This is an optimization exercise on Yosys and OpenROAD, whose aim is small area, not a production implementation. The RTL was checked by simulation tests, not by an equivalence proof against the original design. Power is estimated from default activity; no workload was simulated.

<file path="flow/flow/run.sh">
#!/bin/bash
# The standard layout (standard.sh) with these changes:
#  - synthesis by flow/my_synth.tcl: the standard flow's synthesis, but the combinational
#    logic is mapped by ABC (deepsyn, then area-oriented mapping) with the script flow/abc_map.script,
#    and adders are not extracted into half/full adder cells first;
#  - clock tree synthesis with clkbuf_8 buffers and no dummy loads;
#  - port buffers (every input and output still gets one) of cell buf_1.
# Each tool's output goes to flow.log (make) and the ORFS logs under orfs/logs.
set -euo pipefail
HERE=$(pwd)
export FLOW_ABC_SCRIPT=$HERE/flow/abc_map.script
export FLOW_NO_FA=1
export BUFFER_PORTS_ARGS="-buffer_cell sky130_fd_sc_hd__buf_1"
export CTS_ARGS="-sink_clustering_enable -repair_clock_nets -buf_list sky130_fd_sc_hd__clkbuf_8 -dont_use_dummy_load"
sed -e "s#SYNTH_SCRIPT=[^ ]*synth_recipe.tcl#SYNTH_SCRIPT=$HERE/flow/my_synth.tcl#" standard.sh > my_standard.sh
grep -q "SYNTH_SCRIPT=$HERE/flow/my_synth.tcl" my_standard.sh
bash my_standard.sh > flow.log 2>&1
</file>
<file path="flow/flow/abc_map.script">
strash
&get -n
&deepsyn -T 300 -S 2
&put
dc2
resub -K 8
dc2
dch -f
amap -m
topo
</file>
<file path="flow/flow/my_synth.tcl">
# The standard flow's synthesis (synth_recipe.tcl), except that ORFS's synth.tcl is run
# with the ABC script flow/abc_map.script for the mapping of the
# combinational logic. Everything else, including the flip-flop mapping,
# flattening and renaming, is as in synth_recipe.tcl.
if { [info exists ::env(FLOW_NO_FA)] && $::env(FLOW_NO_FA) } {
  # no extraction of adders: ABC maps the arithmetic with the rest
  set ::env(ADDER_MAP_FILE) ""
}
proc synth {args} { yosys synth -nofsm -noshare {*}$args }
set fh [open $::env(SCRIPTS_DIR)/synth.tcl]
set script [read $fh]
close $fh
set old {log_cmd abc {*}$abc_args}
set new {log_cmd abc -script $::env(FLOW_ABC_SCRIPT) {*}$lib_args {*}$lib_dont_use_args}
if { [string first $old $script] < 0 } { error "abc call not found in synth.tcl" }
set script [string map [list $old $new] $script]
uplevel #0 $script
# left out here: clear keep_hierarchy, flatten, clean up, hide names made inside functions, write 1_2_yosys.v
</file>
<file path="flow/standard.sh">
#!/bin/bash
# synth_recipe.tcl (not shown) runs the flow's synth.tcl, then flattens the netlist and writes it again
# the make line also repeats each setting of config.mk as NAME=value (left out here)
make -C /OpenROAD-flow-scripts/flow DESIGN_CONFIG=/design/flow/config.mk WORK_HOME=/design/flow/orfs CLKGATE_MAP_FILE= SYNTH_SCRIPT=/design/flow/synth_recipe.tcl "${@:-finish}"
</file>
<file path="flow/config.mk">
export PLATFORM = sky130hd
export DESIGN_NAME = Toplevelmodule
export DESIGN_NICKNAME = Toplevelmodule
export VERILOG_FILES = /design/flow/design.v
export SDC_FILE = /design/flow/constraint.sdc
export NUM_CORES = 4
export LEC_CHECK = 0
export ABC_AREA = 1
export CAP_MARGIN = 20
export CORE_MARGIN = 2
export CORE_UTILIZATION = 40
export SLEW_MARGIN = 20
</file>
<file path="flow/constraint.sdc">
create_clock -name core_clock -period 20.0 [get_ports {clk}]
set_input_delay 4.0000 -clock core_clock [delete_from_list [all_inputs] [get_ports {clk}]]
set_output_delay 4.0000 -clock core_clock [all_outputs]
set_load 0.01 [all_outputs]
</file>
<file path="flow/design.v">
module hCounter(clk, rst, h_count, trig_v);
    input clk;
    input rst;
    output reg [9:0] h_count;
    output reg trig_v;
    wire last = h_count[9] & h_count[8] & (&h_count[4:0]);
    always @(posedge clk) begin
        if (rst) begin
            h_count <= 10'd0;
            trig_v <= 1'b0;
        end else begin
            h_count <= last ? 10'd0 : h_count + 10'd1;
            trig_v <= last;
        end
    end
endmodule
module vCounter(clk, rst, enable_v, v_count);
    input clk;
    input rst;
    input enable_v;
    output reg [9:0] v_count;
    wire last = v_count[9] & v_count[3] & v_count[2];
    always @(posedge clk) begin
        if (rst)
            v_count <= 10'd0;
        else if (enable_v)
            v_count <= last ? 10'd0 : v_count + 10'd1;
    end
endmodule
module vga_sync(
    input [9:0] h_count,
    input [9:0] v_count,
    output h_sync, v_sync, animate, last_row, sync_row
    );
    assign h_sync = ~((h_count >= 10'd656) & (h_count <= 10'd751));
    assign sync_row = (v_count >= 10'd490) & (v_count <= 10'd491);
    assign v_sync = ~sync_row;
    assign last_row = (v_count == 10'd479);
    assign animate = last_row & (h_count == 10'd640);
endmodule
module pixel_gen(
    input clk_d,
    input rst,
    input btn,
    input [9:0] pixel_x,
    input [9:0] pixel_y,
    input box, win,
    output wall, wall_mr,
    output [3:0] red,
    output [3:0] green,
    output [3:0] blue
    );
    wire r_n, gb_n;
    picture pic(pixel_x, pixel_y, btn, win, box, wall, wall_mr, r_n, gb_n);
    reg r, gb;
    always @(posedge clk_d) begin
        if (rst) begin
            r <= 1'b0; gb <= 1'b0;
        end else begin
            r <= r_n; gb <= gb_n;
        end
    end
    assign red = {4{r}};
    assign green = {4{gb}};
    assign blue = {4{gb}};
endmodule
module picture(
    input [9:0] pixel_x,
    input [9:0] pixel_y,
    input btn,
    input win,
    input box,
    output wall,
    output wall_mr,
    output r_n,
    output gb_n
    );
  wire new_n28, new_n29, new_n30, new_n31, new_n32, new_n33, new_n34, new_n35, new_n36, new_n37;
  wire new_n38, new_n39, new_n40, new_n41, new_n42, new_n43, new_n44, new_n45, new_n46, new_n47;
  wire new_n48, new_n49, new_n50, new_n51, new_n52, new_n53, new_n54, new_n55, new_n56, new_n57;
  wire new_n58, new_n59, new_n60, new_n61, new_n62, new_n63, new_n64, new_n65, new_n66, new_n67;
  wire new_n68, new_n69, new_n70, new_n71, new_n72, new_n73, new_n74, new_n75, new_n76, new_n77;
  wire new_n78, new_n79, new_n80, new_n81, new_n82, new_n83, new_n84, new_n85, new_n86, new_n87;
  wire new_n88, new_n89, new_n90, new_n91, new_n92, new_n93, new_n94, new_n95, new_n96, new_n97;
  wire new_n98, new_n99, new_n100, new_n101, new_n102, new_n103, new_n104, new_n105, new_n106, new_n107;
  wire new_n108, new_n109, new_n110, new_n111, new_n112, new_n113, new_n114, new_n115, new_n116, new_n117;
  wire new_n118, new_n119, new_n120, new_n121, new_n122, new_n123, new_n124, new_n125, new_n126, new_n127;
  wire new_n128, new_n129, new_n130, new_n131, new_n132, new_n133, new_n134, new_n135, new_n136, new_n137;
  wire new_n138, new_n139, new_n140, new_n141, new_n142, new_n143, new_n144, new_n145, new_n146, new_n147;
  wire new_n148, new_n149, new_n150, new_n151, new_n152, new_n153, new_n154, new_n155, new_n156, new_n157;
  wire new_n158, new_n159, new_n160, new_n161, new_n162, new_n163, new_n164, new_n165, new_n166, new_n167;
  wire new_n168, new_n169, new_n170, new_n171, new_n172, new_n173, new_n174, new_n175, new_n176, new_n177;
  wire new_n178, new_n179, new_n180, new_n181, new_n182, new_n183, new_n184, new_n185, new_n186, new_n187;
  wire new_n188, new_n189, new_n190, new_n191, new_n192, new_n193, new_n194, new_n195, new_n196, new_n197;
  wire new_n198, new_n199, new_n200, new_n201, new_n202, new_n203, new_n204, new_n205, new_n206, new_n207;
  wire new_n208, new_n209, new_n210, new_n211, new_n212, new_n213, new_n214, new_n215, new_n216, new_n217;
  wire new_n219, new_n220, new_n221, new_n222, new_n223, new_n224, new_n225, new_n226, new_n227, new_n228;
  wire new_n229, new_n230, new_n231, new_n232, new_n233, new_n234, new_n235, new_n236, new_n237, new_n238;
  wire new_n239, new_n240, new_n241, new_n242, new_n243, new_n244, new_n246, new_n247, new_n248, new_n249;
  wire new_n250, new_n251, new_n252, new_n253, new_n254, new_n255, new_n256, new_n257, new_n258, new_n259;
  wire new_n260, new_n261, new_n262, new_n263, new_n264, new_n265, new_n266, new_n267, new_n268, new_n269;
  wire new_n270, new_n271, new_n272, new_n273, new_n274, new_n275, new_n276, new_n277, new_n278, new_n279;
  wire new_n280, new_n281, new_n282, new_n283, new_n284, new_n285, new_n286, new_n287, new_n288, new_n289;
  wire new_n290, new_n291, new_n292, new_n293, new_n294, new_n295, new_n296, new_n297, new_n298, new_n299;
  wire new_n300, new_n301, new_n302, new_n303, new_n304, new_n305, new_n306, new_n307, new_n308, new_n309;
  wire new_n310, new_n311, new_n312, new_n313, new_n314, new_n315, new_n316, new_n317, new_n318, new_n319;
  wire new_n320, new_n321, new_n322, new_n323, new_n324, new_n325, new_n326, new_n327, new_n328, new_n329;
  wire new_n330, new_n331, new_n332, new_n333, new_n334, new_n335, new_n336, new_n337, new_n338, new_n339;
  wire new_n340, new_n341, new_n342, new_n343, new_n344, new_n345, new_n346, new_n347, new_n348, new_n349;
  wire new_n350, new_n351, new_n352, new_n353, new_n354, new_n355, new_n356, new_n357, new_n358, new_n359;
  wire new_n360, new_n361, new_n362, new_n363, new_n364, new_n365, new_n366, new_n367, new_n368, new_n369;
  wire new_n370, new_n371, new_n372, new_n373, new_n374, new_n375, new_n376, new_n377, new_n378, new_n379;
  wire new_n380, new_n381, new_n382, new_n383, new_n384, new_n385, new_n386, new_n387, new_n388, new_n389;
  wire new_n390, new_n391, new_n392, new_n393, new_n394, new_n395, new_n396, new_n397, new_n398, new_n399;
  wire new_n400, new_n401, new_n402, new_n403, new_n404, new_n405, new_n406, new_n407, new_n408, new_n409;
  wire new_n410, new_n411, new_n412, new_n413, new_n414, new_n415, new_n416, new_n417, new_n418, new_n419;
  wire new_n420, new_n421, new_n422, new_n423, new_n424, new_n425, new_n426, new_n427, new_n428, new_n429;
  wire new_n430, new_n431, new_n432, new_n433, new_n434, new_n435, new_n436, new_n437, new_n438, new_n439;
  wire new_n440, new_n441, new_n442, new_n443, new_n444, new_n445, new_n446, new_n447, new_n448, new_n449;
  wire new_n450, new_n451, new_n452, new_n453, new_n454, new_n455, new_n456, new_n457, new_n458, new_n459;
  wire new_n460, new_n461, new_n462, new_n463, new_n464, new_n465, new_n466, new_n467, new_n468, new_n469;
  wire new_n470, new_n471, new_n472, new_n473, new_n474, new_n475, new_n476, new_n477, new_n478, new_n479;
  wire new_n480, new_n481, new_n482, new_n483, new_n484, new_n485, new_n486, new_n487, new_n488, new_n489;
  wire new_n490, new_n491, new_n492, new_n493, new_n494, new_n495, new_n496, new_n497, new_n498, new_n499;
  wire new_n500, new_n501, new_n502, new_n503, new_n504, new_n505, new_n506, new_n507, new_n508, new_n509;
  wire new_n510, new_n511, new_n512, new_n513, new_n514, new_n515, new_n516, new_n517, new_n518, new_n519;
  wire new_n520, new_n521, new_n522, new_n523, new_n524, new_n525, new_n526, new_n527, new_n528, new_n529;
  wire new_n530, new_n531, new_n532, new_n533, new_n534, new_n535, new_n536, new_n537, new_n538, new_n539;
  wire new_n540, new_n541, new_n542, new_n543, new_n544, new_n545, new_n546, new_n547, new_n548, new_n549;
  wire new_n550, new_n551, new_n552, new_n553, new_n554, new_n555, new_n556, new_n557, new_n558, new_n559;
  wire new_n560, new_n561, new_n562, new_n563, new_n564, new_n565, new_n566, new_n567, new_n568, new_n569;
  wire new_n570, new_n571, new_n572, new_n573, new_n574, new_n575, new_n576, new_n577, new_n578, new_n579;
  wire new_n580, new_n581, new_n582, new_n583, new_n584, new_n585, new_n586, new_n587, new_n588, new_n589;
  wire new_n590, new_n591, new_n592, new_n593, new_n594, new_n595, new_n596, new_n597, new_n598, new_n599;
  wire new_n600, new_n601, new_n602, new_n603, new_n604, new_n605, new_n606, new_n607, new_n608, new_n609;
  wire new_n610, new_n611, new_n612, new_n613, new_n614, new_n615, new_n616, new_n617, new_n618, new_n619;
  wire new_n620, new_n621, new_n622, new_n623, new_n624, new_n625, new_n626, new_n627, new_n628, new_n629;
  wire new_n630, new_n631, new_n632, new_n633, new_n634, new_n635, new_n636, new_n637, new_n638, new_n639;
  wire new_n640, new_n641, new_n642, new_n643, new_n644, new_n645, new_n646, new_n647, new_n648, new_n649;
  wire new_n650, new_n651, new_n652, new_n653, new_n654, new_n655, new_n656, new_n657, new_n658, new_n659;
  wire new_n660, new_n661, new_n662, new_n663, new_n664, new_n665, new_n666, new_n667, new_n668, new_n669;
  wire new_n670, new_n671, new_n672, new_n673, new_n674, new_n675, new_n676, new_n677, new_n678, new_n679;
  wire new_n680, new_n681, new_n682, new_n683, new_n684, new_n685, new_n686, new_n687, new_n688, new_n689;
  wire new_n691, new_n692;
  assign new_n28 = ~pixel_y[7] & ~pixel_y[8];
  assign new_n29 = pixel_y[7] & pixel_y[8];
  assign new_n30 = ~new_n28 & ~new_n29;
  assign new_n31 = ~pixel_y[5] & ~new_n30;
  assign new_n32 = ~pixel_y[4] & ~pixel_y[6];
  assign new_n33 = pixel_y[4] & pixel_y[7];
  assign new_n34 = ~new_n32 & ~new_n33;
  assign new_n35 = new_n31 & ~new_n34;
  assign new_n36 = pixel_y[5] & pixel_y[6];
  assign new_n37 = pixel_y[7] & new_n36;
  assign new_n38 = pixel_y[8] & new_n37;
  assign new_n39 = ~pixel_y[9] & ~new_n38;
  assign new_n40 = ~new_n35 & new_n39;
  assign new_n41 = ~pixel_y[4] & ~pixel_y[5];
  assign new_n42 = pixel_y[6] & ~new_n41;
  assign new_n43 = pixel_y[8] & ~new_n42;
  assign new_n44 = ~pixel_y[5] & ~pixel_y[6];
  assign new_n45 = ~new_n32 & ~new_n44;
  assign new_n46 = new_n30 & new_n45;
  assign new_n47 = ~new_n43 & ~new_n46;
  assign new_n48 = ~pixel_y[9] & ~new_n47;
  assign new_n49 = pixel_y[5] & ~pixel_y[8];
  assign new_n50 = pixel_y[6] & ~new_n49;
  assign new_n51 = ~pixel_y[3] & ~pixel_y[4];
  assign new_n52 = pixel_y[8] & ~new_n51;
  assign new_n53 = pixel_y[3] & pixel_y[4];
  assign new_n54 = ~pixel_y[6] & new_n53;
  assign new_n55 = ~new_n52 & ~new_n54;
  assign new_n56 = pixel_y[5] & ~new_n55;
  assign new_n57 = ~new_n50 & ~new_n56;
  assign new_n58 = pixel_y[3] & pixel_y[6];
  assign new_n59 = ~pixel_y[5] & pixel_y[8];
  assign new_n60 = pixel_y[4] & ~new_n59;
  assign new_n61 = new_n58 & new_n60;
  assign new_n62 = ~new_n57 & ~new_n61;
  assign new_n63 = new_n48 & ~new_n62;
  assign new_n64 = ~pixel_y[6] & pixel_y[7];
  assign new_n65 = pixel_y[4] & pixel_y[5];
  assign new_n66 = new_n64 & ~new_n65;
  assign new_n67 = ~new_n41 & new_n66;
  assign new_n68 = ~pixel_y[8] & ~new_n67;
  assign new_n69 = ~new_n29 & ~new_n68;
  assign new_n70 = ~new_n63 & ~new_n69;
  assign new_n71 = new_n40 & ~new_n70;
  assign new_n72 = ~new_n42 & new_n45;
  assign new_n73 = new_n71 & ~new_n72;
  assign new_n74 = ~pixel_y[6] & pixel_y[8];
  assign new_n75 = pixel_y[3] & pixel_y[5];
  assign new_n76 = new_n74 & new_n75;
  assign new_n77 = new_n73 & new_n76;
  assign new_n78 = pixel_x[5] & pixel_x[6];
  assign new_n79 = ~pixel_y[8] & new_n64;
  assign new_n80 = new_n41 & new_n79;
  assign new_n81 = pixel_y[6] & new_n28;
  assign new_n82 = ~new_n80 & ~new_n81;
  assign new_n83 = ~pixel_y[9] & ~new_n82;
  assign new_n84 = pixel_y[5] & new_n51;
  assign new_n85 = new_n83 & new_n84;
  assign new_n86 = new_n63 & new_n72;
  assign new_n87 = ~new_n85 & ~new_n86;
  assign new_n88 = new_n78 & new_n87;
  assign new_n89 = pixel_y[3] & ~pixel_y[9];
  assign new_n90 = new_n80 & new_n89;
  assign new_n91 = ~pixel_y[3] & ~pixel_y[5];
  assign new_n92 = ~pixel_y[7] & new_n57;
  assign new_n93 = new_n32 & new_n91;
  assign new_n94 = new_n92 & ~new_n93;
  assign new_n95 = new_n48 & ~new_n94;
  assign new_n96 = new_n91 & new_n95;
  assign new_n97 = new_n73 & new_n96;
  assign new_n98 = ~new_n90 & ~new_n97;
  assign new_n99 = ~new_n63 & new_n98;
  assign new_n100 = new_n50 & ~new_n99;
  assign new_n101 = pixel_y[3] & new_n100;
  assign new_n102 = ~pixel_x[4] & ~pixel_x[5];
  assign new_n103 = pixel_x[4] & pixel_x[5];
  assign new_n104 = ~pixel_x[6] & ~new_n103;
  assign new_n105 = ~new_n102 & new_n104;
  assign new_n106 = ~new_n101 & new_n105;
  assign new_n107 = ~new_n88 & ~new_n106;
  assign new_n108 = ~new_n77 & ~new_n107;
  assign new_n109 = ~pixel_x[3] & ~pixel_x[5];
  assign new_n110 = pixel_x[3] & pixel_x[5];
  assign new_n111 = ~new_n109 & ~new_n110;
  assign new_n112 = pixel_x[4] & ~new_n111;
  assign new_n113 = ~pixel_x[6] & ~new_n109;
  assign new_n114 = ~new_n112 & new_n113;
  assign new_n115 = ~new_n92 & new_n114;
  assign new_n116 = ~pixel_x[3] & ~pixel_x[4];
  assign new_n117 = pixel_x[6] & ~new_n116;
  assign new_n118 = pixel_x[5] & new_n117;
  assign new_n119 = ~new_n100 & new_n118;
  assign new_n120 = ~new_n115 & ~new_n119;
  assign new_n121 = pixel_x[6] & ~new_n102;
  assign new_n122 = ~new_n112 & new_n121;
  assign new_n123 = ~new_n66 & ~new_n81;
  assign new_n124 = new_n122 & new_n123;
  assign new_n125 = new_n120 & ~new_n124;
  assign new_n126 = ~pixel_y[9] & ~new_n37;
  assign new_n127 = new_n29 & ~new_n44;
  assign new_n128 = ~pixel_y[5] & ~pixel_y[8];
  assign new_n129 = new_n32 & new_n128;
  assign new_n130 = ~new_n127 & ~new_n129;
  assign new_n131 = new_n126 & new_n130;
  assign new_n132 = ~new_n125 & new_n131;
  assign new_n133 = ~pixel_x[5] & ~pixel_x[6];
  assign new_n134 = ~new_n85 & ~new_n133;
  assign new_n135 = ~new_n132 & new_n134;
  assign new_n136 = ~new_n108 & ~new_n135;
  assign new_n137 = ~new_n29 & ~new_n93;
  assign new_n138 = ~new_n78 & ~new_n137;
  assign new_n139 = new_n71 & new_n138;
  assign new_n140 = pixel_x[7] & ~pixel_x[8];
  assign new_n141 = ~new_n90 & new_n140;
  assign new_n142 = ~new_n139 & new_n141;
  assign new_n143 = ~new_n136 & new_n142;
  assign new_n144 = ~pixel_x[7] & ~pixel_x[8];
  assign new_n145 = ~new_n42 & new_n71;
  assign new_n146 = new_n99 & ~new_n145;
  assign new_n147 = new_n78 & ~new_n146;
  assign new_n148 = ~pixel_y[8] & ~new_n57;
  assign new_n149 = new_n40 & ~new_n148;
  assign new_n150 = new_n109 & new_n149;
  assign new_n151 = ~new_n95 & ~new_n150;
  assign new_n152 = ~pixel_x[6] & ~new_n151;
  assign new_n153 = new_n87 & ~new_n90;
  assign new_n154 = ~new_n152 & new_n153;
  assign new_n155 = ~new_n147 & new_n154;
  assign new_n156 = new_n120 & ~new_n155;
  assign new_n157 = new_n144 & ~new_n156;
  assign new_n158 = ~new_n77 & ~new_n101;
  assign new_n159 = ~new_n85 & new_n158;
  assign new_n160 = new_n121 & ~new_n159;
  assign new_n161 = pixel_x[8] & ~new_n149;
  assign new_n162 = new_n100 & new_n161;
  assign new_n163 = ~new_n77 & ~new_n83;
  assign new_n164 = new_n116 & new_n133;
  assign new_n165 = ~new_n163 & new_n164;
  assign new_n166 = ~pixel_x[7] & pixel_x[8];
  assign new_n167 = new_n29 & new_n71;
  assign new_n168 = pixel_x[3] & pixel_x[6];
  assign new_n169 = new_n103 & new_n168;
  assign new_n170 = ~new_n104 & ~new_n169;
  assign new_n171 = new_n167 & ~new_n170;
  assign new_n172 = new_n166 & ~new_n171;
  assign new_n173 = ~new_n165 & new_n172;
  assign new_n174 = pixel_x[5] & ~new_n116;
  assign new_n175 = ~pixel_x[6] & ~new_n174;
  assign new_n176 = ~pixel_y[6] & new_n175;
  assign new_n177 = ~new_n122 & ~new_n176;
  assign new_n178 = ~new_n98 & new_n177;
  assign new_n179 = ~new_n87 & new_n104;
  assign new_n180 = ~new_n178 & ~new_n179;
  assign new_n181 = new_n173 & new_n180;
  assign new_n182 = ~pixel_x[8] & new_n102;
  assign new_n183 = ~pixel_x[3] & ~pixel_x[6];
  assign new_n184 = pixel_y[8] & ~new_n46;
  assign new_n185 = ~new_n64 & ~new_n81;
  assign new_n186 = ~new_n184 & new_n185;
  assign new_n187 = ~new_n183 & ~new_n186;
  assign new_n188 = new_n149 & new_n187;
  assign new_n189 = new_n182 & ~new_n188;
  assign new_n190 = ~new_n100 & new_n189;
  assign new_n191 = ~new_n181 & ~new_n190;
  assign new_n192 = ~new_n162 & new_n191;
  assign new_n193 = ~new_n160 & ~new_n192;
  assign new_n194 = ~new_n157 & ~new_n193;
  assign new_n195 = new_n28 & ~new_n36;
  assign new_n196 = new_n65 & new_n89;
  assign new_n197 = new_n195 & new_n196;
  assign new_n198 = ~new_n194 & ~new_n197;
  assign new_n199 = ~new_n98 & new_n175;
  assign new_n200 = pixel_x[7] & pixel_x[8];
  assign new_n201 = new_n86 & ~new_n133;
  assign new_n202 = new_n200 & ~new_n201;
  assign new_n203 = ~new_n167 & new_n202;
  assign new_n204 = ~new_n199 & new_n203;
  assign new_n205 = new_n158 & new_n204;
  assign new_n206 = ~new_n198 & ~new_n205;
  assign new_n207 = ~new_n143 & new_n206;
  assign new_n208 = ~pixel_y[3] & ~pixel_y[6];
  assign new_n209 = ~new_n58 & ~new_n208;
  assign new_n210 = new_n31 & ~new_n209;
  assign new_n211 = new_n149 & new_n210;
  assign new_n212 = ~new_n207 & ~new_n211;
  assign new_n213 = new_n121 & new_n200;
  assign new_n214 = ~pixel_x[6] & new_n144;
  assign new_n215 = new_n102 & new_n214;
  assign new_n216 = ~pixel_x[9] & ~new_n215;
  assign new_n217 = ~new_n213 & new_n216;
  assign wall_mr = ~new_n212 & new_n217;
  assign new_n219 = new_n102 & new_n168;
  assign new_n220 = pixel_x[5] & ~pixel_x[6];
  assign new_n221 = new_n116 & new_n220;
  assign new_n222 = new_n68 & new_n221;
  assign new_n223 = ~new_n219 & ~new_n222;
  assign new_n224 = new_n40 & new_n200;
  assign new_n225 = ~new_n223 & new_n224;
  assign new_n226 = ~pixel_x[5] & new_n48;
  assign new_n227 = ~new_n78 & ~new_n226;
  assign new_n228 = ~new_n73 & new_n227;
  assign new_n229 = ~pixel_x[5] & ~new_n42;
  assign new_n230 = ~new_n92 & new_n229;
  assign new_n231 = new_n149 & new_n230;
  assign new_n232 = ~pixel_x[6] & ~new_n231;
  assign new_n233 = pixel_x[5] & ~new_n43;
  assign new_n234 = ~new_n229 & ~new_n233;
  assign new_n235 = pixel_x[4] & ~new_n234;
  assign new_n236 = new_n149 & new_n235;
  assign new_n237 = ~new_n232 & ~new_n236;
  assign new_n238 = pixel_x[4] & ~pixel_x[6];
  assign new_n239 = new_n166 & ~new_n238;
  assign new_n240 = ~new_n111 & new_n239;
  assign new_n241 = ~new_n237 & new_n240;
  assign new_n242 = ~new_n228 & new_n241;
  assign new_n243 = ~new_n225 & ~new_n242;
  assign new_n244 = ~pixel_x[9] & ~new_n243;
  assign wall = wall_mr | new_n244;
  assign new_n246 = pixel_y[2] & pixel_y[3];
  assign new_n247 = pixel_y[1] & new_n246;
  assign new_n248 = pixel_y[0] & new_n247;
  assign new_n249 = ~pixel_y[7] & new_n41;
  assign new_n250 = new_n74 & new_n249;
  assign new_n251 = ~new_n248 & new_n250;
  assign new_n252 = pixel_y[4] & new_n37;
  assign new_n253 = ~new_n251 & ~new_n252;
  assign new_n254 = new_n173 & ~new_n253;
  assign new_n255 = ~pixel_y[1] & ~pixel_y[2];
  assign new_n256 = ~pixel_y[0] & new_n255;
  assign new_n257 = new_n53 & ~new_n256;
  assign new_n258 = pixel_y[5] & new_n81;
  assign new_n259 = ~new_n257 & new_n258;
  assign new_n260 = new_n53 & ~new_n255;
  assign new_n261 = ~pixel_y[5] & new_n81;
  assign new_n262 = new_n260 & new_n261;
  assign new_n263 = ~new_n259 & ~new_n262;
  assign new_n264 = ~new_n254 & new_n263;
  assign new_n265 = ~pixel_x[9] & ~new_n175;
  assign new_n266 = pixel_x[3] & pixel_x[4];
  assign new_n267 = pixel_x[0] & pixel_x[1];
  assign new_n268 = ~pixel_x[2] & ~new_n267;
  assign new_n269 = new_n266 & ~new_n268;
  assign new_n270 = pixel_x[2] & pixel_x[3];
  assign new_n271 = ~pixel_x[0] & ~pixel_x[1];
  assign new_n272 = new_n270 & ~new_n271;
  assign new_n273 = ~pixel_x[4] & ~new_n272;
  assign new_n274 = ~new_n269 & ~new_n273;
  assign new_n275 = pixel_x[7] & ~new_n274;
  assign new_n276 = ~new_n265 & ~new_n275;
  assign new_n277 = ~pixel_x[2] & ~pixel_x[3];
  assign new_n278 = ~new_n267 & new_n277;
  assign new_n279 = new_n103 & ~new_n278;
  assign new_n280 = ~pixel_x[7] & ~new_n279;
  assign new_n281 = pixel_x[7] & new_n103;
  assign new_n282 = ~new_n277 & new_n281;
  assign new_n283 = pixel_x[8] & ~new_n282;
  assign new_n284 = ~new_n280 & new_n283;
  assign new_n285 = ~new_n276 & ~new_n284;
  assign new_n286 = ~pixel_x[1] & ~pixel_x[2];
  assign new_n287 = ~pixel_x[0] & new_n286;
  assign new_n288 = new_n122 & ~new_n287;
  assign new_n289 = pixel_x[1] & pixel_x[2];
  assign new_n290 = pixel_x[3] & new_n289;
  assign new_n291 = pixel_x[8] & new_n102;
  assign new_n292 = ~new_n290 & new_n291;
  assign new_n293 = ~pixel_x[8] & ~pixel_x[9];
  assign new_n294 = ~new_n78 & ~new_n293;
  assign new_n295 = ~new_n292 & new_n294;
  assign new_n296 = ~new_n288 & new_n295;
  assign new_n297 = ~new_n285 & ~new_n296;
  assign new_n298 = ~new_n264 & ~new_n297;
  assign new_n299 = pixel_x[5] & ~new_n269;
  assign new_n300 = pixel_x[4] & ~new_n270;
  assign new_n301 = ~new_n102 & ~new_n103;
  assign new_n302 = ~new_n300 & new_n301;
  assign new_n303 = ~new_n299 & ~new_n302;
  assign new_n304 = ~pixel_x[6] & pixel_x[9];
  assign new_n305 = new_n169 & new_n289;
  assign new_n306 = ~new_n304 & ~new_n305;
  assign new_n307 = ~new_n116 & ~new_n266;
  assign new_n308 = ~pixel_x[5] & new_n307;
  assign new_n309 = pixel_x[1] & new_n308;
  assign new_n310 = new_n116 & new_n286;
  assign new_n311 = ~pixel_x[1] & pixel_x[2];
  assign new_n312 = pixel_x[4] & new_n311;
  assign new_n313 = ~new_n310 & ~new_n312;
  assign new_n314 = ~new_n309 & new_n313;
  assign new_n315 = pixel_x[6] & ~new_n279;
  assign new_n316 = new_n166 & new_n315;
  assign new_n317 = new_n314 & new_n316;
  assign new_n318 = new_n306 & ~new_n317;
  assign new_n319 = ~new_n303 & ~new_n318;
  assign new_n320 = new_n164 & new_n287;
  assign new_n321 = new_n116 & ~new_n289;
  assign new_n322 = new_n78 & new_n200;
  assign new_n323 = ~new_n321 & new_n322;
  assign new_n324 = new_n200 & ~new_n323;
  assign new_n325 = ~new_n320 & new_n324;
  assign new_n326 = ~pixel_y[8] & ~new_n37;
  assign new_n327 = new_n109 & new_n287;
  assign new_n328 = new_n121 & ~new_n327;
  assign new_n329 = pixel_y[2] & new_n53;
  assign new_n330 = pixel_y[6] & pixel_y[7];
  assign new_n331 = new_n329 & new_n330;
  assign new_n332 = ~new_n328 & ~new_n331;
  assign new_n333 = new_n326 & ~new_n332;
  assign new_n334 = pixel_x[1] & pixel_x[4];
  assign new_n335 = pixel_x[2] & new_n334;
  assign new_n336 = ~new_n266 & ~new_n335;
  assign new_n337 = new_n133 & new_n336;
  assign new_n338 = ~pixel_x[4] & new_n109;
  assign new_n339 = ~new_n279 & ~new_n338;
  assign new_n340 = ~new_n326 & ~new_n339;
  assign new_n341 = ~new_n337 & ~new_n340;
  assign new_n342 = ~new_n333 & new_n341;
  assign new_n343 = new_n325 & ~new_n342;
  assign new_n344 = ~pixel_x[4] & ~new_n290;
  assign new_n345 = new_n133 & ~new_n344;
  assign new_n346 = ~pixel_x[2] & pixel_x[5];
  assign new_n347 = new_n116 & new_n346;
  assign new_n348 = ~new_n267 & new_n347;
  assign new_n349 = ~new_n345 & ~new_n348;
  assign new_n350 = new_n166 & ~new_n349;
  assign new_n351 = ~new_n271 & ~new_n303;
  assign new_n352 = ~pixel_x[5] & pixel_x[6];
  assign new_n353 = new_n220 & new_n289;
  assign new_n354 = ~new_n352 & ~new_n353;
  assign new_n355 = new_n140 & ~new_n354;
  assign new_n356 = ~new_n351 & new_n355;
  assign new_n357 = ~new_n350 & ~new_n356;
  assign new_n358 = ~new_n343 & new_n357;
  assign new_n359 = ~new_n319 & new_n358;
  assign new_n360 = pixel_y[1] & pixel_y[2];
  assign new_n361 = pixel_y[0] & new_n360;
  assign new_n362 = new_n93 & ~new_n361;
  assign new_n363 = new_n29 & ~new_n362;
  assign new_n364 = ~new_n195 & ~new_n363;
  assign new_n365 = ~new_n359 & new_n364;
  assign new_n366 = ~new_n220 & ~new_n315;
  assign new_n367 = ~pixel_y[7] & ~new_n366;
  assign new_n368 = ~new_n363 & ~new_n367;
  assign new_n369 = new_n36 & ~new_n51;
  assign new_n370 = ~new_n368 & ~new_n369;
  assign new_n371 = ~new_n144 & ~new_n182;
  assign new_n372 = new_n51 & new_n256;
  assign new_n373 = new_n37 & ~new_n372;
  assign new_n374 = new_n310 & new_n352;
  assign new_n375 = ~pixel_y[8] & ~new_n220;
  assign new_n376 = ~new_n374 & new_n375;
  assign new_n377 = ~new_n373 & new_n376;
  assign new_n378 = ~new_n371 & ~new_n377;
  assign new_n379 = ~new_n276 & new_n378;
  assign new_n380 = ~new_n370 & new_n379;
  assign new_n381 = ~new_n247 & new_n260;
  assign new_n382 = pixel_y[0] & new_n381;
  assign new_n383 = new_n37 & ~new_n329;
  assign new_n384 = ~new_n382 & new_n383;
  assign new_n385 = new_n263 & ~new_n384;
  assign new_n386 = new_n325 & ~new_n385;
  assign new_n387 = ~btn & ~new_n386;
  assign new_n388 = ~new_n380 & new_n387;
  assign new_n389 = ~new_n365 & new_n388;
  assign new_n390 = ~new_n298 & new_n389;
  assign new_n391 = pixel_y[4] & ~new_n247;
  assign new_n392 = pixel_y[1] & ~pixel_y[4];
  assign new_n393 = new_n246 & new_n392;
  assign new_n394 = ~new_n391 & ~new_n393;
  assign new_n395 = ~pixel_y[1] & pixel_y[2];
  assign new_n396 = pixel_y[1] & pixel_y[3];
  assign new_n397 = ~pixel_x[1] & pixel_x[3];
  assign new_n398 = ~new_n334 & ~new_n397;
  assign new_n399 = ~new_n396 & new_n398;
  assign new_n400 = ~new_n270 & ~new_n399;
  assign new_n401 = ~new_n395 & ~new_n400;
  assign new_n402 = ~pixel_y[3] & ~new_n360;
  assign new_n403 = ~pixel_x[2] & pixel_x[3];
  assign new_n404 = ~new_n396 & new_n403;
  assign new_n405 = ~new_n402 & new_n404;
  assign new_n406 = new_n401 & new_n405;
  assign new_n407 = ~pixel_x[3] & ~new_n286;
  assign new_n408 = new_n344 & ~new_n407;
  assign new_n409 = pixel_x[1] & ~pixel_x[2];
  assign new_n410 = ~pixel_x[4] & ~new_n409;
  assign new_n411 = ~pixel_y[2] & ~pixel_y[3];
  assign new_n412 = pixel_y[1] & new_n411;
  assign new_n413 = pixel_x[1] & ~new_n412;
  assign new_n414 = new_n410 & ~new_n413;
  assign new_n415 = ~new_n246 & ~new_n286;
  assign new_n416 = ~new_n414 & new_n415;
  assign new_n417 = ~new_n408 & ~new_n416;
  assign new_n418 = ~new_n406 & ~new_n417;
  assign new_n419 = new_n300 & new_n311;
  assign new_n420 = new_n352 & ~new_n419;
  assign new_n421 = ~new_n418 & new_n420;
  assign new_n422 = ~pixel_y[3] & new_n255;
  assign new_n423 = ~pixel_x[4] & ~new_n422;
  assign new_n424 = new_n402 & new_n423;
  assign new_n425 = new_n311 & ~new_n424;
  assign new_n426 = ~new_n246 & ~new_n409;
  assign new_n427 = ~new_n425 & new_n426;
  assign new_n428 = pixel_x[2] & ~pixel_x[3];
  assign new_n429 = ~new_n403 & ~new_n428;
  assign new_n430 = pixel_x[4] & ~new_n397;
  assign new_n431 = pixel_x[1] & ~pixel_x[3];
  assign new_n432 = new_n246 & ~new_n431;
  assign new_n433 = new_n430 & new_n432;
  assign new_n434 = ~new_n429 & ~new_n433;
  assign new_n435 = pixel_x[4] & ~pixel_y[1];
  assign new_n436 = new_n246 & ~new_n435;
  assign new_n437 = new_n411 & new_n435;
  assign new_n438 = ~new_n436 & ~new_n437;
  assign new_n439 = new_n434 & new_n438;
  assign new_n440 = ~new_n434 & ~new_n438;
  assign new_n441 = new_n220 & ~new_n440;
  assign new_n442 = ~new_n439 & new_n441;
  assign new_n443 = ~new_n427 & new_n442;
  assign new_n444 = ~new_n421 & ~new_n443;
  assign new_n445 = ~new_n394 & ~new_n444;
  assign new_n446 = pixel_y[5] & ~new_n445;
  assign new_n447 = ~pixel_y[2] & ~pixel_y[4];
  assign new_n448 = ~pixel_y[3] & new_n447;
  assign new_n449 = ~pixel_x[6] & new_n448;
  assign new_n450 = pixel_y[4] & new_n422;
  assign new_n451 = ~new_n381 & ~new_n393;
  assign new_n452 = ~new_n450 & new_n451;
  assign new_n453 = pixel_x[6] & new_n346;
  assign new_n454 = ~new_n452 & new_n453;
  assign new_n455 = ~new_n449 & ~new_n454;
  assign new_n456 = ~new_n314 & ~new_n455;
  assign new_n457 = new_n446 & ~new_n456;
  assign new_n458 = ~pixel_x[5] & new_n430;
  assign new_n459 = new_n452 & ~new_n458;
  assign new_n460 = ~pixel_x[1] & new_n458;
  assign new_n461 = ~new_n452 & new_n460;
  assign new_n462 = pixel_x[1] & pixel_x[5];
  assign new_n463 = ~pixel_x[2] & ~new_n462;
  assign new_n464 = ~new_n461 & ~new_n463;
  assign new_n465 = ~new_n459 & new_n464;
  assign new_n466 = pixel_x[4] & ~new_n465;
  assign new_n467 = new_n400 & new_n412;
  assign new_n468 = ~new_n466 & new_n467;
  assign new_n469 = ~pixel_x[5] & ~new_n311;
  assign new_n470 = ~new_n301 & ~new_n469;
  assign new_n471 = pixel_y[3] & ~new_n116;
  assign new_n472 = ~pixel_y[3] & new_n116;
  assign new_n473 = new_n463 & ~new_n472;
  assign new_n474 = ~new_n471 & new_n473;
  assign new_n475 = new_n174 & ~new_n286;
  assign new_n476 = ~pixel_y[1] & pixel_y[4];
  assign new_n477 = ~new_n392 & ~new_n476;
  assign new_n478 = ~pixel_y[2] & ~new_n477;
  assign new_n479 = ~new_n475 & new_n478;
  assign new_n480 = ~new_n474 & new_n479;
  assign new_n481 = ~new_n397 & ~new_n431;
  assign new_n482 = ~new_n102 & ~new_n481;
  assign new_n483 = new_n102 & ~new_n397;
  assign new_n484 = ~new_n482 & ~new_n483;
  assign new_n485 = ~pixel_x[2] & ~new_n53;
  assign new_n486 = ~new_n447 & new_n485;
  assign new_n487 = new_n484 & new_n486;
  assign new_n488 = ~new_n480 & ~new_n487;
  assign new_n489 = ~new_n470 & ~new_n488;
  assign new_n490 = ~new_n465 & new_n489;
  assign new_n491 = pixel_y[2] & ~pixel_y[3];
  assign new_n492 = new_n403 & new_n491;
  assign new_n493 = new_n301 & new_n492;
  assign new_n494 = new_n435 & new_n493;
  assign new_n495 = pixel_x[6] & ~new_n494;
  assign new_n496 = ~new_n490 & new_n495;
  assign new_n497 = ~new_n468 & new_n496;
  assign new_n498 = ~new_n116 & new_n447;
  assign new_n499 = ~new_n491 & ~new_n498;
  assign new_n500 = ~pixel_x[5] & ~new_n499;
  assign new_n501 = ~pixel_y[2] & new_n53;
  assign new_n502 = new_n116 & new_n501;
  assign new_n503 = ~new_n500 & ~new_n502;
  assign new_n504 = ~new_n481 & ~new_n503;
  assign new_n505 = ~new_n103 & ~new_n484;
  assign new_n506 = new_n430 & ~new_n447;
  assign new_n507 = pixel_x[5] & new_n447;
  assign new_n508 = ~new_n329 & ~new_n507;
  assign new_n509 = ~new_n506 & new_n508;
  assign new_n510 = ~new_n505 & ~new_n509;
  assign new_n511 = pixel_x[4] & new_n462;
  assign new_n512 = new_n510 & ~new_n511;
  assign new_n513 = ~new_n504 & ~new_n512;
  assign new_n514 = ~pixel_x[2] & ~new_n493;
  assign new_n515 = ~new_n513 & ~new_n514;
  assign new_n516 = ~new_n411 & ~new_n429;
  assign new_n517 = new_n102 & ~new_n516;
  assign new_n518 = ~new_n493 & ~new_n517;
  assign new_n519 = ~pixel_x[1] & ~new_n518;
  assign new_n520 = pixel_x[5] & ~new_n410;
  assign new_n521 = new_n411 & ~new_n429;
  assign new_n522 = new_n520 & new_n521;
  assign new_n523 = ~pixel_x[6] & ~new_n522;
  assign new_n524 = ~new_n519 & new_n523;
  assign new_n525 = ~new_n515 & new_n524;
  assign new_n526 = ~new_n51 & ~new_n525;
  assign new_n527 = ~new_n497 & new_n526;
  assign new_n528 = ~pixel_y[5] & ~new_n527;
  assign new_n529 = pixel_x[9] & ~new_n528;
  assign new_n530 = ~new_n336 & ~new_n412;
  assign new_n531 = pixel_y[4] & ~new_n428;
  assign new_n532 = ~new_n53 & ~new_n531;
  assign new_n533 = ~new_n246 & new_n323;
  assign new_n534 = ~new_n532 & new_n533;
  assign new_n535 = ~new_n530 & new_n534;
  assign new_n536 = ~new_n401 & new_n535;
  assign new_n537 = ~new_n529 & ~new_n536;
  assign new_n538 = ~new_n457 & ~new_n537;
  assign new_n539 = ~new_n84 & ~new_n491;
  assign new_n540 = pixel_x[4] & ~pixel_x[5];
  assign new_n541 = ~pixel_y[5] & new_n540;
  assign new_n542 = ~new_n403 & new_n541;
  assign new_n543 = ~new_n347 & ~new_n542;
  assign new_n544 = ~new_n539 & new_n543;
  assign new_n545 = pixel_y[5] & new_n403;
  assign new_n546 = ~new_n428 & ~new_n545;
  assign new_n547 = ~pixel_x[5] & ~new_n546;
  assign new_n548 = pixel_x[3] & ~new_n335;
  assign new_n549 = pixel_x[8] & ~pixel_y[4];
  assign new_n550 = pixel_x[5] & ~new_n549;
  assign new_n551 = ~new_n407 & new_n550;
  assign new_n552 = ~new_n548 & new_n551;
  assign new_n553 = ~new_n306 & ~new_n552;
  assign new_n554 = ~new_n547 & new_n553;
  assign new_n555 = new_n544 & new_n554;
  assign new_n556 = ~pixel_x[6] & ~new_n346;
  assign new_n557 = ~pixel_x[7] & ~new_n109;
  assign new_n558 = pixel_y[1] & ~new_n116;
  assign new_n559 = ~new_n557 & new_n558;
  assign new_n560 = ~new_n556 & ~new_n559;
  assign new_n561 = pixel_x[6] & new_n398;
  assign new_n562 = ~pixel_x[9] & ~new_n561;
  assign new_n563 = ~new_n238 & new_n246;
  assign new_n564 = ~new_n289 & ~new_n428;
  assign new_n565 = new_n563 & new_n564;
  assign new_n566 = ~new_n562 & new_n565;
  assign new_n567 = ~new_n560 & new_n566;
  assign new_n568 = ~new_n446 & new_n567;
  assign new_n569 = ~new_n555 & ~new_n568;
  assign new_n570 = new_n286 & new_n308;
  assign new_n571 = pixel_y[2] & ~new_n41;
  assign new_n572 = ~new_n570 & ~new_n571;
  assign new_n573 = pixel_y[1] & new_n65;
  assign new_n574 = new_n520 & new_n573;
  assign new_n575 = ~new_n572 & ~new_n574;
  assign new_n576 = ~new_n569 & ~new_n575;
  assign new_n577 = ~new_n538 & ~new_n576;
  assign new_n578 = new_n79 & ~new_n577;
  assign new_n579 = pixel_y[1] & ~pixel_y[6];
  assign new_n580 = new_n329 & new_n579;
  assign new_n581 = ~pixel_y[5] & ~new_n580;
  assign new_n582 = pixel_y[6] & new_n448;
  assign new_n583 = new_n581 & ~new_n582;
  assign new_n584 = ~new_n168 & ~new_n183;
  assign new_n585 = ~pixel_x[2] & ~new_n584;
  assign new_n586 = ~new_n583 & ~new_n585;
  assign new_n587 = ~pixel_y[6] & ~new_n402;
  assign new_n588 = ~pixel_y[4] & ~new_n246;
  assign new_n589 = ~new_n587 & ~new_n588;
  assign new_n590 = ~new_n32 & new_n428;
  assign new_n591 = ~new_n589 & new_n590;
  assign new_n592 = new_n583 & ~new_n591;
  assign new_n593 = new_n102 & ~new_n592;
  assign new_n594 = ~new_n586 & new_n593;
  assign new_n595 = ~new_n183 & ~new_n238;
  assign new_n596 = ~new_n209 & ~new_n595;
  assign new_n597 = new_n485 & ~new_n596;
  assign new_n598 = ~new_n302 & ~new_n597;
  assign new_n599 = ~pixel_y[6] & new_n360;
  assign new_n600 = ~pixel_y[2] & ~new_n579;
  assign new_n601 = ~new_n599 & ~new_n600;
  assign new_n602 = ~pixel_y[4] & new_n102;
  assign new_n603 = ~new_n51 & ~new_n102;
  assign new_n604 = ~pixel_y[6] & ~new_n603;
  assign new_n605 = ~new_n602 & new_n604;
  assign new_n606 = ~new_n58 & ~new_n112;
  assign new_n607 = ~new_n605 & new_n606;
  assign new_n608 = new_n601 & ~new_n607;
  assign new_n609 = ~new_n598 & new_n608;
  assign new_n610 = ~pixel_x[2] & ~new_n111;
  assign new_n611 = ~new_n246 & ~new_n411;
  assign new_n612 = pixel_y[4] & ~pixel_y[6];
  assign new_n613 = new_n300 & ~new_n612;
  assign new_n614 = new_n611 & new_n613;
  assign new_n615 = ~new_n610 & new_n614;
  assign new_n616 = ~new_n51 & new_n270;
  assign new_n617 = ~new_n301 & new_n616;
  assign new_n618 = ~new_n611 & new_n617;
  assign new_n619 = ~new_n615 & ~new_n618;
  assign new_n620 = ~new_n601 & ~new_n619;
  assign new_n621 = new_n469 & new_n481;
  assign new_n622 = ~new_n270 & ~new_n621;
  assign new_n623 = ~pixel_x[2] & ~new_n246;
  assign new_n624 = new_n423 & ~new_n623;
  assign new_n625 = ~new_n580 & new_n624;
  assign new_n626 = new_n622 & new_n625;
  assign new_n627 = ~new_n581 & ~new_n626;
  assign new_n628 = ~new_n620 & ~new_n627;
  assign new_n629 = ~new_n609 & new_n628;
  assign new_n630 = ~new_n290 & ~new_n300;
  assign new_n631 = ~new_n103 & new_n630;
  assign new_n632 = ~new_n102 & new_n290;
  assign new_n633 = new_n402 & ~new_n632;
  assign new_n634 = ~new_n631 & new_n633;
  assign new_n635 = new_n422 & ~new_n622;
  assign new_n636 = ~new_n65 & ~new_n78;
  assign new_n637 = ~new_n635 & ~new_n636;
  assign new_n638 = ~new_n634 & new_n637;
  assign new_n639 = ~new_n117 & ~new_n638;
  assign new_n640 = ~new_n629 & new_n639;
  assign new_n641 = ~new_n594 & ~new_n640;
  assign new_n642 = pixel_x[9] & ~pixel_y[7];
  assign new_n643 = pixel_y[8] & win;
  assign new_n644 = new_n642 & new_n643;
  assign new_n645 = ~new_n36 & new_n644;
  assign new_n646 = ~new_n641 & new_n645;
  assign new_n647 = pixel_x[1] & ~pixel_x[4];
  assign new_n648 = ~pixel_x[5] & pixel_x[9];
  assign new_n649 = ~new_n647 & new_n648;
  assign new_n650 = new_n86 & new_n649;
  assign new_n651 = pixel_x[2] & ~pixel_x[4];
  assign new_n652 = pixel_x[7] & new_n651;
  assign new_n653 = new_n90 & new_n652;
  assign new_n654 = ~new_n650 & ~new_n653;
  assign new_n655 = new_n168 & new_n395;
  assign new_n656 = ~new_n654 & new_n655;
  assign new_n657 = ~pixel_x[2] & pixel_y[2];
  assign new_n658 = ~pixel_y[1] & ~new_n657;
  assign new_n659 = ~new_n510 & new_n658;
  assign new_n660 = new_n405 & new_n510;
  assign new_n661 = ~pixel_y[2] & pixel_y[3];
  assign new_n662 = new_n314 & ~new_n661;
  assign new_n663 = ~new_n660 & new_n662;
  assign new_n664 = ~new_n659 & new_n663;
  assign new_n665 = new_n334 & ~new_n403;
  assign new_n666 = ~new_n531 & ~new_n630;
  assign new_n667 = ~new_n665 & ~new_n666;
  assign new_n668 = new_n322 & ~new_n667;
  assign new_n669 = new_n307 & new_n661;
  assign new_n670 = ~pixel_x[3] & new_n422;
  assign new_n671 = pixel_x[2] & ~new_n670;
  assign new_n672 = ~new_n669 & new_n671;
  assign new_n673 = pixel_x[9] & new_n133;
  assign new_n674 = ~new_n290 & new_n673;
  assign new_n675 = ~new_n672 & new_n674;
  assign new_n676 = ~new_n668 & ~new_n675;
  assign new_n677 = ~new_n396 & new_n588;
  assign new_n678 = new_n258 & ~new_n260;
  assign new_n679 = ~new_n677 & new_n678;
  assign new_n680 = ~new_n676 & new_n679;
  assign new_n681 = ~new_n664 & new_n680;
  assign new_n682 = btn & ~new_n681;
  assign new_n683 = ~new_n656 & new_n682;
  assign new_n684 = ~new_n646 & new_n683;
  assign new_n685 = ~new_n578 & new_n684;
  assign new_n686 = ~wall & new_n685;
  assign new_n687 = ~new_n390 & ~new_n686;
  assign new_n688 = pixel_x[9] & ~new_n144;
  assign new_n689 = new_n39 & ~new_n688;
  assign gb_n = ~new_n687 & new_n689;
  assign new_n691 = btn & ~win;
  assign new_n692 = box & new_n691;
  assign r_n = gb_n & ~new_n692;
endmodule
module movement(
    input clk,
    input rst,
    input animate,
    input last_row,
    input sync_row,
    input left, right, up, down,
    input [9:0] h_count, v_count,
    input wall, wall_mr,
    output box, win
    );
    reg [9:1] xn, yn;
    wire [9:1] xp = ~xn;
    wire [9:1] yp = ~yn;
    reg bl, br, bu, bd;
    reg c;
    wire [10:0] dx = {1'b0, h_count} - {1'b0, xp, 1'b0};
    wire [10:0] dy = {1'b0, v_count} - {1'b0, yp, 1'b0};
    wire [9:0] dxm = dx[9:0];
    wire [9:0] dym = dy[9:0];
    assign box = (dx[10:4] == 7'd0) & (dy[10:4] == 7'd0);
    assign win = (xp >= 9'd225) & (xp <= 9'd504);
    wire row0 = (dym == 10'd0);
    wire col0 = (dxm == 10'd0);
    wire hit_l = row0 & wall & ((dxm == 10'd1014) | (dxm == 10'd5) | (dxm == 10'd1021));
    wire hit_r = row0 & ((wall & ((dxm == 10'd10) | (dxm == 10'd25))) | (wall_mr & (dxm == 10'd17)));
    wire hit_u = col0 & wall & (dym == 10'd25);
    wire hit_d = col0 & wall & (dym == 10'd1014);
    always @(posedge clk) begin
        if (rst | sync_row) begin
            bl <= 1'b0; br <= 1'b0; bu <= 1'b0; bd <= 1'b0;
        end else if (animate) begin
            bl <= left & ~bl;
            br <= ~left & right & ~br;
            bu <= ~left & ~right & up & ~bu;
            bd <= ~left & ~right & ~up & down & ~bd;
        end else begin
            bl <= bl | hit_l; br <= br | hit_r; bu <= bu | hit_u; bd <= bd | hit_d;
        end
    end
    wire [3:0] i = h_count[3:0];
    wire step = last_row & (h_count[9:4] == 6'b101001) & (i <= 4'd8);
    wire mx = bl | br;
    wire neg = br | bu;
    wire k = (i == 4'd0) | (neg ? ((i == 4'd1) | (i >= 4'd3)) : (i == 4'd2));
    wire a = mx ? xn[1] : yn[1];
    wire s = a ^ k ^ c;
    always @(posedge clk) begin
        c <= step & ((a & k) | (a & c) | (k & c));
        if (rst) begin
            xn <= ~9'd8;
            yn <= ~9'd36;
        end else if (step) begin
            if (mx) xn <= {s, xn[9:2]};
            if (bu | bd) yn <= {s, yn[9:2]};
        end
    end
endmodule
module inputs(
    input clk_d,
    input rst,
    input btn1, btn2, btn3, btn4,
    output reg left, right, up, down
    );
    always @(posedge clk_d) begin
        if (rst | ~(btn1 | btn2 | btn3 | btn4)) begin
            left <= 1'b0; right <= 1'b0; up <= 1'b0; down <= 1'b0;
        end else if (btn1 | btn2) begin
            left <= btn1; right <= ~btn1;
        end else begin
            up <= btn3; down <= ~btn3;
        end
    end
endmodule
module Toplevelmodule(
    input clk,
    input rst,
    input count_x, count_y, btn1, btn2, btn3, btn4, btn5,
    output h_sync, v_sync,
    output [3:0] red, green, blue
    );
    wire v_trig, animate, last_row, sync_row;
    wire [9:0] h_count, v_count;
    wire left, right, up, down;
    wire wall, wall_mr, box, win;
    hCounter hc(clk, rst, h_count, v_trig);
    vCounter vc(clk, rst, v_trig, v_count);
    vga_sync vgas(h_count, v_count, h_sync, v_sync, animate, last_row, sync_row);
    inputs i(clk, rst, btn1, btn2, btn3, btn4, left, right, up, down);
    movement m1(clk, rst, animate, last_row, sync_row, left, right, up, down, h_count, v_count,
                wall, wall_mr, box, win);
    pixel_gen pg(clk, rst, btn5, h_count, v_count, box, win,
                 wall, wall_mr, red, green, blue);
endmodule
</file>
==> impl_metrics.py <==
metrics = {
    "worst_setup_path": {
        "critical_path_buf_inv_count": 3,
        "path_cells": "clkinv_1 -> nor2_1 -> clkinv_1 -> nor3_1 -> o21a_1 -> a21oi_1 -> or2_0 -> or2_0 -> o41ai_1 -> nor2_1 -> nor2_1 -> clkinv_1 -> a32o_1 -> a21oi_1 -> nor4_1 -> o32a_1 -> o41a_1 -> a31oi_1 -> a2111oi_0 -> o21bai_1 -> nor2b_1 -> nor2b_1 -> a2111oi_0 -> a21boi_0",
        "slowest_stage": "dfxtp_1",
        "end_kind": "register",
        "crit_path_start_kind": "register",
        "crit_type": "register to register",
        "cp_top_family": "compound AO/OA/AOI/OAI gates",
        "arrival_ns": 7.39,
        "max_stage_delay_ns": 0.73,
        "worst-path-max-fanout": 17,
        "cp.required_ns": 20.25,
    },
    "cells_and_area": {
        "final_net_count": 780,
        "fillers": 1249,
        "regArea_sq_um": 1000,
        "instances_no_fill": 912,
        "syn_to_final_growth_pct": 5.87,
        "diodes": 0,
        "drive_gt1_frac": 0.0130,
        "multi_input_area_sq_um": 3180,
    },
    "sta": {
        "hold_slack_ns": 0.493,
        "worst_pin_slew_ns": 0.867,
        "rsz0062_at_grt": "no",
        "drv_slew": 0,
        "hold_violations": 0,
        "period_minus_slack_ns": 7.14,
        "setup_ws_ns": 12.86,
        "slew_headroom": 0.407,
        "setup_tns_ns": 0,
        "max_freq_mhz": 140,
        "setup_viol": 0,
        "fin_worst_skew_ns": 0.0354,
        "period_share": 0.357,
    },
    "clock_tree": {
        "cts_hold_buf": 0,
        "cts_buffer_depth": 2,
        "post_cts_buffers": 0,
        "ctsResizeCount": 0,
        "path_clk_slew_ns": 0.11,
        "cts_tree": "done",
        "cts_made_buffers": 5,
        "cts_root_buffer": "clkbuf_8",
        "clock-sinks": 50,
        "clkLatencyLatePin_ns": 0.34,
        "cts_max_level": 2,
    },
    "yosys": {
        "ys_seq_elements": 50,
        "yosys_most_used_dff": "dfxtp_1",
        "synth_edf_count": 0,
        "synthCells": 751,
        "netlist_area_sq_um": 4630,
        "syn_nets": 760,
        "ys_warn_count": 5,
        "synth_area_per_cell_sq_um": 6.16,
        "yosysSeqAreaShare": 0.216,
        "synth-async-reset-ratio": 0,
        "synth_cell_type_count": 47,
    },
    "floorplan": {
        "io_pins": 23,
        "fp.dieH_um": 112,
        "fp-row-count": 39,
        "die-area_sq_um": 12400,
        "die_w_um": 112,
        "start_util": 0.407,
        "core_area_sq_um": 11400,
    },
    "route": {
        "drc": 0,
        "vias_per_cell": 6.54,
        "wire_per_inst_um": 22.9,
        "drtIter0Drc": 688,
        "wirelength_um": 20900,
        "postRouteAntennaNets": 0,
        "dr.pass1.iters": 5,
        "dr_total_vias": 5969,
    },
    "grt": {
        "grt_pass1_vias": 5671,
        "grt_max_degree": 24,
        "grt_antenna_before_repair": 0,
        "grt_remaining_overflow": 0,
        "busiest_layer": "met2",
        "grt_pass1_wl_um": 31900,
        "grtUsageMet2": 0.527,
        "grt_util_met1": 0.418,
        "met3_usage": 0.0866,
        "grt_usage": 0.331,
    },
    "job": {
        "max-cap-violations": 0,
    },
    "worst_hold_path": {
        "min_path_type": "register to register",
    },
    "place": {
        "port-buffer-count": 20,
        "pre_cts_ws_ns": 13.03,
        "routabilityCongestion": 1.04,
        "dp_cells": 907,
        "place_hpwl_um": 16000,
    },
    "pwr": {
        "p_sw_frac": 0.276,
        "p_comb_frac": 0.107,
        "peakVddDrop_uv": 36.9,
        "power_switching_mw": 0.0493,
        "pwr-share-seq": 0.579,
        "total_power_mw": 0.178,
        "leakagePower_nw": 1.45,
        "p_clk_frac": 0.314,
        "p_per_area_nw_per_um2": 36.4,
        "p_int_mw": 0.129,
    },
    "status": {
        "status": "finished clean",
    },
}
==> cell type report <==
cell class | instances | area share
Clock buffer | 5 | 0.0140
Inverter | 95 | 0.0728
Multi-Input combinational cell | 594 | 0.649
Sequential cell | 50 | 0.204
Tap cell | 143 | 0.0365
Timing Repair Buffer | 25 | 0.0230
==> synthesized netlist by cell type, types with 4 or more instances <==
library cell  count  area (sq um)
clkinv_1         95           357
a2111oi_0         9          78.8
buf_4            12          90.1
or4_1             5          37.5
a211oi_1         19           143
o221ai_1          4          35.0
a22oi_1          16           120
dfxtp_1          50          1000
o21ai_0          56           280
or2_0             7          43.8
o41ai_1           4          35.0
o22a_1           19           166
nand2_1          49           184
nand3_1          13          65.1
o32ai_1           6          52.6
nor4_1           19           119
a21oi_1          37           185
o22ai_1          12          75.1
o21a_1           17           128
a31oi_1          22           138
nor2_1          193           724
nor3_1           42           210
==> worst min-delay path: stages (launching register included) <==
cell,delay (ns)
dfxtp_1,0.36
clkinv_1,0.08
a211oi_1,0.06
==> layer usage <==
metal	part of all wire	wire length, um
met1	0.40	8450
met4	0.052	1080
met5	0	0
met2	0.45	9330
met3	0.097	2020
==> metrics by stage <==
step,cell area [sq um],util
floorplan,4630,-
global placement,4830,0.425
detailed placement,4830,0.425
CTS,4900,0.431
global route,4900,0.431
finish,4900,0.431
==> cell families after synthesis <==
| family | Yosys count | share of synthesized area |
|---|---|---|
| buffers and inverters | 107 | 0.0965 |
| and+or+nand+nor | 342 | 0.318 |
| AOI/OAI and AO/OA | 252 | 0.369 |
| DFF | 50 | 0.216 |
==> flip-flops by register name, summed over array words and instances, names as in the netlist, 9 cells and up <==
signal / count
vc.v_count: 10
m1.yn: 9
hc.h_count: 10
m1.xn: 9
==> power by group through the flow <==
stage | sequential [mW] | combinational, mW | clock, mW
floorplan | 0.104 | 0.0143 | 0
global placement | 0.106 | 0.0185 | 0
detailed placement | 0.106 | 0.0185 | 0
CTS | 0.103 | 0.0186 | 0.0576
global route | 0.103 | 0.0207 | 0.0609
finish | 0.103 | 0.0190 | 0.0560
==> worst paths after layout <==
path                                    start       endpoint  slack [ns]  cells after the start
worst max register to register  vc.v_count[4]           pg.r       12.86                     24
worst min-delay path                hc.trig_v  vc.v_count[0]        0.49                      2
worst max-delay path            vc.v_count[4]           pg.r       12.86                     24
worst min register to register      hc.trig_v  vc.v_count[0]        0.49                      2
==> cells in the final DEF, fill, tap and decap left out, drive strengths merged, types with 4 or more instances in the layout <==
master	netlist	layout
nor2	193	193
o22ai	12	12
clkinv	95	95
clkbuf	0	5
nor3	42	42
o221ai	4	4
o21a	17	17
nand3	13	13
a21oi	37	37
o21ai	56	56
o41ai	4	4
or2	7	7
nor4	19	19
o32ai	6	6
a2111oi	9	9
a31oi	22	22
a22oi	16	16
a211oi	19	19
dfxtp	50	50
nand2	49	49
or4	5	5
o22a	19	19
buf	12	25

[what the ideal ports hide]
Ports are ideal in the flow. The routed layout listed here was re-timed in OpenROAD. Step 1, drivers: a clkbuf_16 drives clk and a buf_2 each remaining input, both assumed. Step 2 times the ports against the registers' clock, not the clock port: input delays grow and output delays shrink by t, the midpoint of the rising clock arrivals with the driver on. Slacks: no drivers / after step 1 / after step 2; pairs: no drivers / after step 1.
t, ns: 0.357
slack for setup (ns): 12.860 / 12.860 / 12.860
worst hold slack (ns): 0.493 / 0.493 / 0.493
After both steps this run still meets setup and hold. For this run, drivers alone change the setup slack by 0.000 ns; drivers and shift together by 0.000 ns.
